This is an optimization exercise on Yosys and OpenROAD, whose aim is small area and a short achievable clock period, not a production implementation. Where RTL was checked, it was by simulation tests only, not by an equivalence proof against the original. Power and IR drop assume default switching activity.

==> run A <==
==> flow/design.v (excerpt) <==
module circuit (
  output [47:0] p,
  input  [17:0] a, b, d,
  input  [47:0] c,
  input  clk, rstn);
Settings: LEC_CHECK=0, CAP_MARGIN=20, CORE_MARGIN=2, CORE_UTILIZATION=65, CTS_CLUSTER_DIAMETER=80, CTS_CLUSTER_SIZE=25, SETUP_SLACK_MARGIN=4.65, SLEW_MARGIN=20, SYNTH_HIERARCHICAL=1; clock period 7.0 ns.
standard.sh (not shown) runs the stock make flow with config.mk's settings and CLKGATE_MAP_FILE= SYNTH_SCRIPT=/design/flow/synth_recipe.tcl, a recipe that flattens the netlist after the stock synthesis.
==> flow/flow/run.sh <==
#!/bin/bash
# Standard layout, with the port buffers made of buf_2 cells instead of the default delay buffer.
set -euo pipefail
export BUFFER_PORTS_ARGS="-buffer_cell sky130_fd_sc_hd__buf_2"
bash standard.sh > standard.log 2>&1
==> run E: changes against run A <==
- SETUP_SLACK_MARGIN: 4.65 -> 4.55
==> run K: changes against run A <==
- SETUP_SLACK_MARGIN: 4.65 -> 4.6
==> comparison table <==
metric	run A	run E	run K
Status	finished clean	finished clean	finished clean
Starting DRT DRC Count	791	944	783
Crit path time final	2381 ps	2419 ps	2367 ps
Minimum setup slack after placement	4142 ps	4182 ps	4128 ps
P_sw	3.976 mW	3.834 mW	3.848 mW
Leakage	8.131 nW	8.037 nW	8.086 nW
Met1 track demand over resource in global routing	0.3849	0.3963	0.3948
Routed length on met2	19,170 µm	18,000 µm	18,670 µm
Launch point of the worst reg-to-reg path	s_r[7]	a_r[17]	s_r[6]
Via total after detailed routing	11,560	11,530	11,470
Placed standard-cell area	19,250 µm²	19,180 µm²	19,220 µm²
Largest vdd supply drop	0.0003012 V	0.0002398 V	0.0002860 V
Layout filler cell count	1,970	2,109	2,038
Arrival time reported for the critical path endpoint	980 ps	1020 ps	970 ps
Cell type of the slowest stage on the worst timing path	sky130_fd_sc_hd__dfxtp_2	sky130_fd_sc_hd__dfxtp_1	sky130_fd_sc_hd__dfxtp_2
Via-per-instance ratio	5.444	5.450	5.420
Non-clock inverter count	71	70	70
Number of global-route vias before repair	12,180	12,220	12,180
Area fraction of clock buffers and clock inverters	0.02657	0.02734	0.02693

==> trial 56 <==
Another version of the RTL of circuit (not shown whole).
Settings: LEC_CHECK=0, CAP_MARGIN=20, CORE_MARGIN=2, CORE_UTILIZATION=65, CTS_BUF_LIST=sky130_fd_sc_hd__clkbuf_8, SETUP_SLACK_MARGIN=4.6, SLEW_MARGIN=20, SYNTH_HIERARCHICAL=1; clock period 7.0 ns.
Scripts as last shown in full above: flow/flow/run.sh
==> trial 51 (differences from trial 56) <==
CORE_UTILIZATION = 40   (was 65)
CTS_BUF_LIST = not set   (was sky130_fd_sc_hd__clkbuf_8)
==> trial 30 (differences from trial 56) <==
CORE_UTILIZATION = 40   (was 65)
CTS_BUF_LIST = not set   (was sky130_fd_sc_hd__clkbuf_8)
SETUP_SLACK_MARGIN = 4.4   (was 4.6)
==> comparison table <==
                                                         trial 56    trial 30    trial 51
Run status                       no timing/DRC/antenna violations  no timing/DRC/antenna violations  no timing/DRC/antenna violations
GR Util met2                                                51.7%       33.2%       31.9%
P_comb                                                    5.52 mW     5.43 mW     5.43 mW
Area delta synth->final                                     12.6%       13.5%       14.9%
Setup repair after global routing missed its margin          true       false        true
Final worst path period share                               34.8%       36.2%       34.4%
Number of global-route vias before repair                   15461       15266       14964
First-pass iteration count of the detailed router               6           5           5
Crit path kind                                         reg -> out  reg -> reg  reg -> out
Minimum period implied by the final worst setup slack     2.44 ns     2.53 ns     2.41 ns
Mean routed wirelength per cell                           19.1 µm     18.5 µm     18.3 µm
Final cell area excluding filler cells                  23900 µm²   24100 µm²   24400 µm²
Instance area at placement                              22200 µm²   22500 µm²   22500 µm²
Met3 Usage GRT                                              8.87%       4.46%       4.66%
Aggregate global-route resource usage                       30.9%       19.9%       19.5%
Total wirelength of the detailed-routed design           50200 µm    52600 µm    51900 µm
First-pass GRT wire length                               79300 µm    83000 µm    81700 µm
No run of this note included a check of the RTL's function; only the layout flow was run.

==> inputs of v33 <==
Another version of the RTL of circuit (not shown whole).
// circuit
module circuit (
  output [47:0] p,
  input  [17:0] a, b, d,
  input  [47:0] c,
  input  clk, rstn);
==> flow/config.mk <==
export PLATFORM = sky130hd
export DESIGN_NAME = circuit
export DESIGN_NICKNAME = circuit
export VERILOG_FILES = /design/flow/design.v
export SDC_FILE = /design/flow/constraint.sdc
export NUM_CORES = 4
export LEC_CHECK = 0
export CAP_MARGIN = 20
export CORE_MARGIN = 2
export CORE_UTILIZATION = 65
export CTS_CLUSTER_DIAMETER = 80
export CTS_CLUSTER_SIZE = 25
export SETUP_SLACK_MARGIN = 4.5
export SLEW_MARGIN = 20
export SYNTH_HIERARCHICAL = 1
==> flow/constraint.sdc <==
create_clock -name core_clock -period 7.0 [get_ports {clk}]
set_input_delay 1.4000 -clock core_clock [delete_from_list [all_inputs] [get_ports {clk}]]
set_output_delay 1.4000 -clock core_clock [all_outputs]
set_load 0.01 [all_outputs]
Scripts as last shown in full above: flow/flow/run.sh
==> v12 (differences from v33) <==
==> flow/flow/run.sh (replaced) <==
#!/bin/bash
# Standard layout, with the port buffers made of buf_1 cells instead of the default delay buffer.
set -euo pipefail
export BUFFER_PORTS_ARGS="-buffer_cell sky130_fd_sc_hd__buf_1"
bash standard.sh > standard.log 2>&1
Settings changed: SETUP_SLACK_MARGIN 4.5 to 4.6.
==> out/results.txt <==
final setup skew: 0.0167 ns
status: no timing/DRC/antenna violations
Layout fillers: 2186
CP max stage delay: 0.64 ns
CP endpoint: t_r_21_5$_DFF_P_
WP depth: 4
met3 WL post-DR: 4340 um
P_comb: 4.82 mW
[end of results for v33]
==> out/results.txt <==
Layout fillers: 2196
status: no timing/DRC/antenna violations
final setup skew: 0.0208 ns
P_comb: 4.79 mW
WP depth: 1
CP max stage delay: 0.34 ns
[end of results for v12]
Function was not checked in any run of this note: the RTL went through the layout flow alone.

## separate check: timing with driven ports
The results above use ideal ports. As a check the final layouts listed here were re-extracted and re-timed, cells and wires unchanged.
Step 1 assumes that a clkbuf_16 drives the clock port and a buf_2 every other input.
Step 2 also shifts input and output timing later by t, the mid clock arrival at the registers, as if the neighbouring blocks saw the same clock.
Slacks: no drivers / after step 1 / after step 2; pairs: no drivers / after step 1.
| run | t, ns | setup WS [ns] | slew at the worst register clock pin (ns) | worst slew at a driven data input, ns | pins driven straight from the clock port |
|---|---|---|---|---|---|
| run A | 0.577 | 4.619 / 4.569 / 4.261 | 0.10 / 0.10 | 0.05 | 1 |
| run E | 0.567 | 4.581 / 4.531 / 4.222 | 0.10 / 0.10 | 0.04 | 1 |
| run K | 0.572 | 4.633 / 4.578 / 4.252 | 0.10 / 0.10 | 0.04 | 1 |
| trial 56 | 0.656 | 4.562 / 4.515 / 4.204 | 0.06 / 0.06 | 0.05 | 1 |
| trial 51 | 0.625 | 4.589 / 4.528 / 4.190 | 0.06 / 0.06 | 0.05 | 1 |
| trial 30 | 0.646 | 4.466 / 4.466 / 4.187 | 0.07 / 0.07 | 0.05 | 1 |
| v33 | 0.587 | 4.553 / 4.543 / 4.170 | 0.10 / 0.10 | 0.05 | 1 |
| v12 | 0.595 | 4.607 / 4.553 / 4.211 | 0.10 / 0.10 | 0.05 | 1 |
After both steps setup and hold are still met in every run listed. For trial 51, which loses most, drivers alone change the setup slack by -0.061 ns; drivers and shift together by -0.399 ns.
